Source: an optimization exercise on an open RTL-to-GDS flow (aim: small area, a short achievable clock period and few clock cycles per item). Production flows keep margins and buffers that such runs may drop. Function was checked by simulation only, so behaviour that the tests miss may differ from the original. Power and IR drop assume default switching activity.

==> 07-16: inputs <==
// vmicro16_core
module vmicro16_core # (
    parameter DATA_WIDTH = 16,
    parameter CORE_ID    = 0
) (
    input         clk,
    input         reset,
    output [7:0]  dbug,
    output        halt,
    input  [7:0]   ints,
    input  [127:0] ints_data,
    output [7:0]   ints_ack,
    output reg [22:0] w_PADDR,
    output reg        w_PWRITE,
    output reg        w_PSELx,
    output reg        w_PENABLE,
    output reg [15:0] w_PWDATA,
    input      [15:0] w_PRDATA,
    input             w_PREADY,
    output [22:0] w2_PADDR,
    output        w2_PWRITE,
    output        w2_PSELx,
    output        w2_PENABLE,
    output [15:0] w2_PWDATA,
    input  [15:0] w2_PRDATA,
    input         w2_PREADY
);
export LEC_CHECK = 0
export CAP_MARGIN = 20
export CORE_MARGIN = 2
export CORE_UTILIZATION = 40
export CTS_BUF_LIST = sky130_fd_sc_hd__clkbuf_8
export SETUP_SLACK_MARGIN = 5
export SLEW_MARGIN = 20
export TNS_END_PERCENT = 5
create_clock -name core_clock -period 10.0 [get_ports {clk}]
standard.sh (not shown) runs the stock make flow with config.mk's settings and CLKGATE_MAP_FILE= SYNTH_SCRIPT=/design/flow/synth_recipe.tcl, a recipe that flattens the netlist after the stock synthesis.
==> flow/flow/run.sh <==
#!/bin/bash
# The standard layout, with the timing repair aiming further below the clock
# period than config.mk's settings allow.
set -euo pipefail
bash standard.sh SETUP_SLACK_MARGIN=7 finish > standard.log 2>&1
==> 07-11 (differences from 07-16) <==
--- a/flow/design.v
+++ b/flow/design.v
@@ -33,14 +33,12 @@
     reg  [11:0] faddr;               
     reg  [11:0] rtgt;                
     reg         rpend;
     reg         fdrop;               
     reg  [15:0] ir, sb;              
     reg         iv, sv;
-    reg         ir_res, sb_res;      
-    reg  [7:0]  ir_rd1h, ir_ra1h;    
     reg  [15:0] ex;                  
     reg  [21:0] ec;                  
     reg         ex_res;              
     reg         dres;                
     reg         ev;
     reg  [15:0] opA, opB;            
@@ -54,13 +52,13 @@
     reg         mph;                 
     reg  [15:0] ms, mc;              
     reg  [7:0]  mhs, mhc;
     reg  [5:0]  prevb;               
     reg  [15:0] eaddr;               
     reg         e_sub;               
-    reg  [15:0] opX;                 
+    reg  [15:0] e_y;                 
     reg  [4:0]  e_reg;               
     reg  [5:0]  e_rda6;              
     assign w2_PADDR   = {11'd0, faddr};
     assign w2_PSELx   = freq;
     assign w2_PENABLE = freq;
     assign w2_PWRITE  = 1'b0;
@@ -138,19 +136,16 @@
     wire uses_ra  = ec[18];
     wire ar_sub   = ec[19];
     wire ar_res   = ec[20];              
     wire ar_imm   = ec[21];              
     wire [15:0] A = opA;
     wire [15:0] B = opB;
-    wire [15:0] ar_sum;
-    vmicro16_add16 ar_add (.a(A), .b(opX ^ {16{e_sub}}), .ci(e_sub),
-                           .s(ar_sum), .co());
-    wire [15:0] cmp_d;
-    wire        cmp_co;
-    vmicro16_add16 cmp_sub (.a(A), .b(~B), .ci(1'b1), .s(cmp_d), .co(cmp_co));
-    wire [3:0]  cmp_f   = {cmp_d[15], (A == B), 1'b0, ~cmp_co ^ cmp_d[15]};
+    wire [15:0] ar_sum  = A + (B ^ {16{e_sub}}) + e_y;
+    wire [16:0] cmp_t   = {1'b0, A} - {1'b0, B};
+    wire [3:0]  cmp_f   = {cmp_t[15], (cmp_t[15:0] == 16'd0), 1'b0,
+                           cmp_t[16] ^ cmp_t[15]};
     reg  [15:0] bit_res;
     always @(*)
         case (s5)
             5'd0:    bit_res = lA | lB;
             5'd1:    bit_res = lA ^ lB;
             5'd2:    bit_res = lA & lB;
@@ -208,14 +203,13 @@
     wire [15:0] m2a = {mhs, 8'd0};
     wire [15:0] m2b = {mhc, 8'd0};
     wire [15:0] m3s = ms ^ mc ^ m2a;
     wire [15:0] m3c = ((ms & mc) | (ms & m2a) | (mc & m2a)) << 1;
     wire [15:0] m4s = m3s ^ m3c ^ m2b;
     wire [15:0] m4c = ((m3s & m3c) | (m3s & m2b) | (m3c & m2b)) << 1;
-    wire [15:0] mul_res;
-    vmicro16_add16 mul_add (.a(m4s), .b(m4c), .ci(1'b0), .s(mul_res), .co());
+    wire [15:0] mul_res = m4s + m4c;
     reg  [15:0] alu_res;
     always @(*) begin
         alu_res = 16'd0;
         if (op_bit)                    alu_res = bit_res;
         if (op_mov)                    alu_res = B;
         if (op_movi)                   alu_res = {8'd0, imm8};
@@ -235,30 +229,23 @@
             3'd0:    sr_val = CORE_ID;
             3'd1:    sr_val = 16'd32;
             3'd2:    sr_val = 16'd4096;
             3'd3:    sr_val = 16'd9;
             default: sr_val = 16'd0;
         endcase
-    reg  [15:0] tim0_rd;
-    integer w;
-    always @(*) begin
-        tim0_rd = 16'd0;
-        for (w = 0; w < 64; w = w + 1)
-            tim0_rd = tim0_rd | (tim0[w] & {16{e_rda6 == w}});
-    end
-    wire [15:0] loc_rd = tim0_en ? tim0_rd :
+    wire [15:0] loc_rd = tim0_en ? tim0[e_rda6] :
                          sreg_en ? sr_val :
                          intv_en ? intv[addr[2:0]] :
                                    {8'd0, intm};
     wire busy     = w_PSELx;
     wire bus_done = w_PSELx & w_PENABLE & w_PREADY;
     wire pl_done  = ld_rdy;              
     wire hz       = pl & ((rd == pl_rd) |
                           ((ex[7:5] == pl_rd) & uses_ra));
     wire stall     = is_halt | (op_mult & ~mph) | hz |
-                     (is_mem & apb_en & busy) | (pl_done & has_we);
+                     (is_mem & busy) | (pl_done & has_we);
     wire e_go      = ev & ~stall;
     wire issue_bus = e_go & is_mem & apb_en;
     wire redirect  = e_go & op_br & ~ex_res & cond_ok(flags, imm8);
     assign halt = ev & is_halt & ~busy;
     assign dbug = {7'd0, halt};
     wire [15:0] e_wdata = is_ld ? loc_rd : alu_res;
@@ -326,39 +313,26 @@
             w_PADDR  <= {op_lwex, op_swex, 5'd0, addr};
             w_PWRITE <= is_st;
             w_PWDATA <= sD;
         end
     wire [2:0]  d_rd = ir[10:8];
     wire [2:0]  d_ra = ir[7:5];
-    reg  [15:0] rf_A, rf_B;
-    integer r;
-    always @(*) begin
-        rf_A = 16'd0;
-        rf_B = 16'd0;
-        for (r = 0; r < 8; r = r + 1) begin
-            rf_A = rf_A | (regs[r] & {16{ir_rd1h[r]}});
-            rf_B = rf_B | (regs[r] & {16{ir_ra1h[r]}});
-        end
-    end
-    wire [15:0] d_A  = (wp_en && wp_idx == d_rd) ? wp_data : rf_A;
-    wire [15:0] d_B  = (wp_en && wp_idx == d_ra) ? wp_data : rf_B;
+    wire [15:0] d_A  = (wp_en && wp_idx == d_rd) ? wp_data : regs[d_rd];
+    wire [15:0] d_B  = (wp_en && wp_idx == d_ra) ? wp_data : regs[d_ra];
     wire        e_free = ~ev | e_go;
     wire [5:0]  e_prevb  = (op_movi | op_br) ? imm8[5:0] :
-                           ar_imm ? opX[5:0] : B[5:0];
+                           ar_imm ? B[5:0] + s5[3:0] : B[5:0];
     wire [21:0] d_dec    = decode(ir);
+    wire [15:0] d_i      = d_dec[21] ? {12'd0, ir[3:0]} : 16'd0;
+    wire [15:0] d_y      = d_dec[19] ? 16'd1 - d_i : d_i;
     wire        e_wr_ra  = ev & has_we & (rd == d_ra);
     wire        d_ld_ra  = pl & (pl_rd == d_ra);
-    wire        d_mstall = (d_dec[14] | d_dec[21]) &
-                           ((e_wr_ra & ~op_movi) | (d_ld_ra & ~ld_rdy));
+    wire        d_mstall = d_dec[14] & ((e_wr_ra & ~op_movi) | (d_ld_ra & ~ld_rdy));
     wire [15:0] d_base   = e_wr_ra ? {8'd0, imm8} :
-                           d_ld_ra ? ld_data : rf_B;
-    wire [15:0] d_addr, d_basei;
-    vmicro16_add16 addr_add (.a(d_base), .b({{11{ir[4]}}, ir[4:0]}), .ci(1'b0),
-                             .s(d_addr), .co());
-    vmicro16_add16 imm_add (.a(d_base), .b({12'd0, ir[3:0]}), .ci(1'b0),
-                            .s(d_basei), .co());
+                           d_ld_ra ? ld_data : regs[d_ra];
+    wire [15:0] d_addr   = d_base + {{11{ir[4]}}, ir[4:0]};
     wire        d_tim0   = ~d_addr[12] & ~d_addr[9] & ~d_addr[7];
     wire        d_sreg   = d_addr[7] & ~d_addr[5] & ~d_addr[4];
     wire        d_intv   = d_addr[8] & ~d_addr[3];
     wire        d_intm   = d_addr[8] & d_addr[3];
     wire        d_apb    = ~(d_tim0 | d_sreg | d_intv | d_intm);
     wire [5:0]  d_prevb  = ev ? e_prevb : prevb;
@@ -366,15 +340,14 @@
     wire        d_mult = (ir[15:11] == 5'b01011);
     wire        d_go   = iv & e_free & ~redirect & ~d_mstall;
     wire        d_br     = iv & (ir[15:11] == 5'b01000);
     wire        e_wr_rd  = ev & has_we & (rd == d_rd);
     wire        d_tgt_ok = ~(ev & op_cmp) & ~(pl & (pl_rd == d_rd)) &
                            (~e_wr_rd | op_movi);
-    wire [11:0] d_tgt    = e_wr_rd ? {4'd0, imm8} : rf_A[11:0];
-    wire        d_done   = dres | ir_res;
-    wire        d_res    = d_br & d_tgt_ok & ~d_done & ~redirect;
+    wire [11:0] d_tgt    = e_wr_rd ? {4'd0, imm8} : regs[d_rd][11:0];
+    wire        d_res    = d_br & d_tgt_ok & ~dres & ~redirect;
     wire        d_redir  = d_res & cond_ok(flags, ir[7:0]);
     always @(posedge clk)
         if (reset)
             ev <= 1'b0;
         else if (e_free)
             ev <= d_go;
@@ -382,19 +355,19 @@
         if (d_go)
             ex <= ir;
         if (d_go)
             ec <= d_dec;
         if (d_go) begin
             e_sub  <= d_dec[19];
-            opX    <= d_dec[21] ? d_basei : d_B;
+            e_y    <= d_y;
             eaddr  <= d_addr;
             e_reg  <= {d_apb, d_intm, d_intv, d_sreg, d_tim0};
             e_rda6 <= d_rda6;
         end
         if (d_go)
-            ex_res <= d_done | d_res;
+            ex_res <= dres | d_res;
         if (d_go)
             opA <= d_A;
         else if (pl_done & (rd == pl_rd))
             opA <= ld_data;
         if (d_go & d_mult) begin
             mA <= d_A;
@@ -419,23 +392,16 @@
         else if (pl_done & is_st & (rd == pl_rd))
             sD <= ld_data;
         if (d_go)
             opB <= d_B;
         else if (pl_done & (ex[7:5] == pl_rd))
             opB <= ld_data;
-        if (~d_go & pl_done & (ex[7:5] == pl_rd))
-            opX <= ld_data;
     end
     wire        fin     = freq & w2_PREADY;
     wire        fgood   = fin & ~fdrop & ~redirect & ~d_redir;
     wire        ir_free = ~iv | d_go;
-    wire        e_cmp   = ev & op_cmp;
-    wire        f_res   = fgood & (w2_PRDATA[15:11] == 5'b01000) &
-                          iv & ~sv & (ir[15:11] == 5'b00101) &
-                          (ir[10:8] == w2_PRDATA[10:8]) & (~e_cmp | e_go);
-    wire        f_redir = f_res & cond_ok(e_cmp ? cmp_f : flags, w2_PRDATA[7:0]);
     reg         iv_n, sv_n;
     always @(*) begin
         if (redirect) begin
             iv_n = 1'b0; sv_n = 1'b0;
         end else if (d_redir) begin
             iv_n = ~d_go; sv_n = 1'b0;
@@ -449,14 +415,13 @@
     end
     wire        still  = freq & ~w2_PREADY;
     wire        issue  = ~still & ~(iv_n & sv_n);
     wire        redir  = redirect | d_redir;
     wire [11:0] tgt    = redirect ? A[11:0] : d_tgt;
     wire [11:0] seq    = (faddr == 12'hfff) ? faddr : faddr + 12'd1;
-    wire [11:0] npc_e  = redir ? tgt : f_redir ? {4'd0, ir[7:0]} :
-                         rpend ? rtgt : seq;
+    wire [11:0] npc_e  = redir ? tgt : rpend ? rtgt : seq;
     always @(posedge clk)
         if (reset) begin
             iv    <= 1'b0;
             sv    <= 1'b0;
             freq  <= 1'b1;
             faddr <= 12'd0;
@@ -468,56 +433,24 @@
             sv <= sv_n;
             freq <= still | issue;
             if (issue)
                 faddr <= npc_e;
             if (redir)
                 rtgt <= tgt;
-            else if (f_redir)
-                rtgt <= {4'd0, ir[7:0]};
-            rpend <= ~issue & (redir | f_redir | rpend);
+            rpend <= ~issue & (redir | rpend);
             dres <= ~redirect & ~ir_free & (dres | d_res);
             if (redir & still)
                 fdrop <= 1'b1;
             else if (fin)
                 fdrop <= 1'b0;
         end
     always @(posedge clk) begin
         if (ir_free) begin
-            if (sv) begin
-                ir     <= sb;
-                ir_res <= sb_res;
-                ir_rd1h <= 8'd1 << sb[10:8];
-                ir_ra1h <= 8'd1 << sb[7:5];
-            end else begin
-                ir     <= w2_PRDATA;
-                ir_res <= f_res;
-                ir_rd1h <= 8'd1 << w2_PRDATA[10:8];
-                ir_ra1h <= 8'd1 << w2_PRDATA[7:5];
-            end
-        end
-        if (fin & (ir_free ? sv : ~sv)) begin
-            sb     <= w2_PRDATA;
-            sb_res <= f_res;
+            if (sv)
+                ir <= sb;
+            else
+                ir <= w2_PRDATA;
         end
+        if (fin & (ir_free ? sv : ~sv))
+            sb <= w2_PRDATA;
     end
 endmodule
-module vmicro16_add16 (
-    input  [15:0] a,
-    input  [15:0] b,
-    input         ci,
-    output [15:0] s,
-    output        co
-);
-    wire [15:0] p = a ^ b;
-    wire [15:0] g0 = (a & b) | {15'd0, p[0] & ci};
-    wire [15:0] g1, p1, g2, p2, g3, p3, g4;
-    wire [15:0] p0 = {p[15:1], 1'b0};
-    assign g1 = g0 | (p0 & {g0[14:0], 1'b0});
-    assign p1 = p0 & {p0[14:0], 1'b0};
-    assign g2 = g1 | (p1 & {g1[13:0], 2'b0});
-    assign p2 = p1 & {p1[13:0], 2'b0};
-    assign g3 = g2 | (p2 & {g2[11:0], 4'b0});
-    assign p3 = p2 & {p2[11:0], 4'b0};
-    assign g4 = g3 | (p3 & {g3[7:0], 8'b0});
-    assign s  = p ^ {g4[14:0], ci};
-    assign co = g4[15];
-endmodule
- CTS_BUF_LIST: sky130_fd_sc_hd__clkbuf_8 -> default
- TNS_END_PERCENT: 5 -> default
==> 05-25 (differences from 07-16) <==
--- a/flow/design.v
+++ b/flow/design.v
@@ -34,13 +34,12 @@
     reg  [11:0] rtgt;                
     reg         rpend;
     reg         fdrop;               
     reg  [15:0] ir, sb;              
     reg         iv, sv;
     reg         ir_res, sb_res;      
-    reg  [7:0]  ir_rd1h, ir_ra1h;    
     reg  [15:0] ex;                  
     reg  [21:0] ec;                  
     reg         ex_res;              
     reg         dres;                
     reg         ev;
     reg  [15:0] opA, opB;            
@@ -326,34 +325,24 @@
             w_PADDR  <= {op_lwex, op_swex, 5'd0, addr};
             w_PWRITE <= is_st;
             w_PWDATA <= sD;
         end
     wire [2:0]  d_rd = ir[10:8];
     wire [2:0]  d_ra = ir[7:5];
-    reg  [15:0] rf_A, rf_B;
-    integer r;
-    always @(*) begin
-        rf_A = 16'd0;
-        rf_B = 16'd0;
-        for (r = 0; r < 8; r = r + 1) begin
-            rf_A = rf_A | (regs[r] & {16{ir_rd1h[r]}});
-            rf_B = rf_B | (regs[r] & {16{ir_ra1h[r]}});
-        end
-    end
-    wire [15:0] d_A  = (wp_en && wp_idx == d_rd) ? wp_data : rf_A;
-    wire [15:0] d_B  = (wp_en && wp_idx == d_ra) ? wp_data : rf_B;
+    wire [15:0] d_A  = (wp_en && wp_idx == d_rd) ? wp_data : regs[d_rd];
+    wire [15:0] d_B  = (wp_en && wp_idx == d_ra) ? wp_data : regs[d_ra];
     wire        e_free = ~ev | e_go;
     wire [5:0]  e_prevb  = (op_movi | op_br) ? imm8[5:0] :
                            ar_imm ? opX[5:0] : B[5:0];
     wire [21:0] d_dec    = decode(ir);
     wire        e_wr_ra  = ev & has_we & (rd == d_ra);
     wire        d_ld_ra  = pl & (pl_rd == d_ra);
     wire        d_mstall = (d_dec[14] | d_dec[21]) &
                            ((e_wr_ra & ~op_movi) | (d_ld_ra & ~ld_rdy));
     wire [15:0] d_base   = e_wr_ra ? {8'd0, imm8} :
-                           d_ld_ra ? ld_data : rf_B;
+                           d_ld_ra ? ld_data : regs[d_ra];
     wire [15:0] d_addr, d_basei;
     vmicro16_add16 addr_add (.a(d_base), .b({{11{ir[4]}}, ir[4:0]}), .ci(1'b0),
                              .s(d_addr), .co());
     vmicro16_add16 imm_add (.a(d_base), .b({12'd0, ir[3:0]}), .ci(1'b0),
                             .s(d_basei), .co());
     wire        d_tim0   = ~d_addr[12] & ~d_addr[9] & ~d_addr[7];
@@ -366,13 +355,13 @@
     wire        d_mult = (ir[15:11] == 5'b01011);
     wire        d_go   = iv & e_free & ~redirect & ~d_mstall;
     wire        d_br     = iv & (ir[15:11] == 5'b01000);
     wire        e_wr_rd  = ev & has_we & (rd == d_rd);
     wire        d_tgt_ok = ~(ev & op_cmp) & ~(pl & (pl_rd == d_rd)) &
                            (~e_wr_rd | op_movi);
-    wire [11:0] d_tgt    = e_wr_rd ? {4'd0, imm8} : rf_A[11:0];
+    wire [11:0] d_tgt    = e_wr_rd ? {4'd0, imm8} : regs[d_rd][11:0];
     wire        d_done   = dres | ir_res;
     wire        d_res    = d_br & d_tgt_ok & ~d_done & ~redirect;
     wire        d_redir  = d_res & cond_ok(flags, ir[7:0]);
     always @(posedge clk)
         if (reset)
             ev <= 1'b0;
@@ -482,19 +471,15 @@
         end
     always @(posedge clk) begin
         if (ir_free) begin
             if (sv) begin
                 ir     <= sb;
                 ir_res <= sb_res;
-                ir_rd1h <= 8'd1 << sb[10:8];
-                ir_ra1h <= 8'd1 << sb[7:5];
             end else begin
                 ir     <= w2_PRDATA;
                 ir_res <= f_res;
-                ir_rd1h <= 8'd1 << w2_PRDATA[10:8];
-                ir_ra1h <= 8'd1 << w2_PRDATA[7:5];
             end
         end
         if (fin & (ir_free ? sv : ~sv)) begin
             sb     <= w2_PRDATA;
             sb_res <= f_res;
         end
- CTS_BUF_LIST: sky130_fd_sc_hd__clkbuf_8 -> default
- TNS_END_PERCENT: 5 -> default
==> summary of the runs <==
Of 07-16 and 07-11, 07-11 has the higher total power (gap about 8%, measured against 07-11).
First-iteration DRC count: 07-11 < 07-16 < 05-25.
Of 07-16 and 07-11, 07-11 has the higher synthesized area (gap 2.7%, measured against 07-11).
Between 07-11 and 07-16, the lower final cell count is in 07-11 (gap 7.5%, measured against 07-16).
The highest die area belongs to 07-11, the lowest to 07-16.
The lowest non-clock buffer count belongs to 07-11, the highest to 05-25.
Of 07-16 and 05-25, 05-25 has the higher combinational power (gap about 4%, measured against 05-25).
Sequential share of layout area, lowest first: 05-25, 07-11, 07-16.
==> figures <==
Total length of routed met2 wires: 07-11 115000 um; 07-16 129000 um; 05-25 135000 um
Adder-cell share of the synthesized area: 07-11 4.74%; 07-16 4.30%; 05-25 4.27%
Via count of the first global-routing pass: 07-11 46900; 07-16 50800; 05-25 52800
Final core area utilization: 07-11 50.0%; 07-16 49.1%; 05-25 53.0%
Total of cells resized after clock tree synthesis: 07-11 874; 07-16 462; 05-25 1122
Die extent in x: 07-11 443 um; 07-16 437 um; 05-25 439 um
Switching power summed over all nets: 07-11 4460 uW; 07-16 4150 uW; 05-25 4240 uW
Number of inserted filler cells in the final layout: 07-11 15800; 07-16 15900; 05-25 15000
Peak VDD IR: 07-11 0.164 mV; 07-16 0.162 mV; 05-25 0.187 mV
Design internal power: 07-11 12300 uW; 07-16 11300 uW; 05-25 12100 uW
Arrival time at the worst endpoint: 07-11 4.79 ns; 07-16 5.24 ns; 05-25 5.21 ns
Clk tree area frac: 07-11 5.62%; 07-16 5.41%; 05-25 5.74%
Post-detailed-placement half-perimeter wirelength: 07-11 148000 um; 07-16 182000 um; 05-25 184000 um
Post-route cell area: 07-11 96000 um^2; 07-16 91900 um^2; 05-25 99500 um^2
Average instance area after synthesis: 07-11 15.8 um^2; 07-16 13.7 um^2; 05-25 13.9 um^2
Status: 07-11 no timing/DRC/antenna violations; 07-16 no timing/DRC/antenna violations; 05-25 no timing/DRC/antenna violations
Buffers outside the clock class: 07-11 650; 07-16 660; 05-25 938
Cell count after synthesis: 07-11 4903; 07-16 5470; 05-25 5470
Testbench counts of 07-16, summed over its fixed seeds: cycles 6,091, items 5,575.
Testbench counts of 07-11, summed over its fixed seeds: cycles 6,319, items 5,575.
Testbench counts of 05-25, summed over its fixed seeds: cycles 6,091, items 5,575.

## afterwards: timing with drivers on the ports
In the flow no input, the clock included, has a driving cell. The finished layouts below were timed again as built, in two steps. Step 1 sets driving cells, clkbuf_16 on the clock port and buf_2 on the other inputs (assumed; they add their load-dependent delay and slew). Step 2 also shifts input and output timing later by t, the mid clock arrival at the registers, as if the neighbouring blocks saw the same clock. a / b / c = ideal ports / drivers / drivers and shift; a / b = the first two.
| run | t, ns | slack for setup (ns) | latest minus earliest clock arrival (ns) |
|---|---|---|---|
| 07-16 | 1.143 | 5.575 / 5.575 / 5.553 | 0.102 / 0.101 |
| 07-11 | 0.881 | 5.844 / 5.844 / 5.844 | 0.065 / 0.065 |
| 05-25 | 0.932 | 5.330 / 5.330 / 5.330 | 0.065 / 0.065 |
After both steps every run listed still meets setup and hold. For 07-16, which loses most, drivers alone change the setup slack by 0.000 ns; drivers and shift together by -0.022 ns.
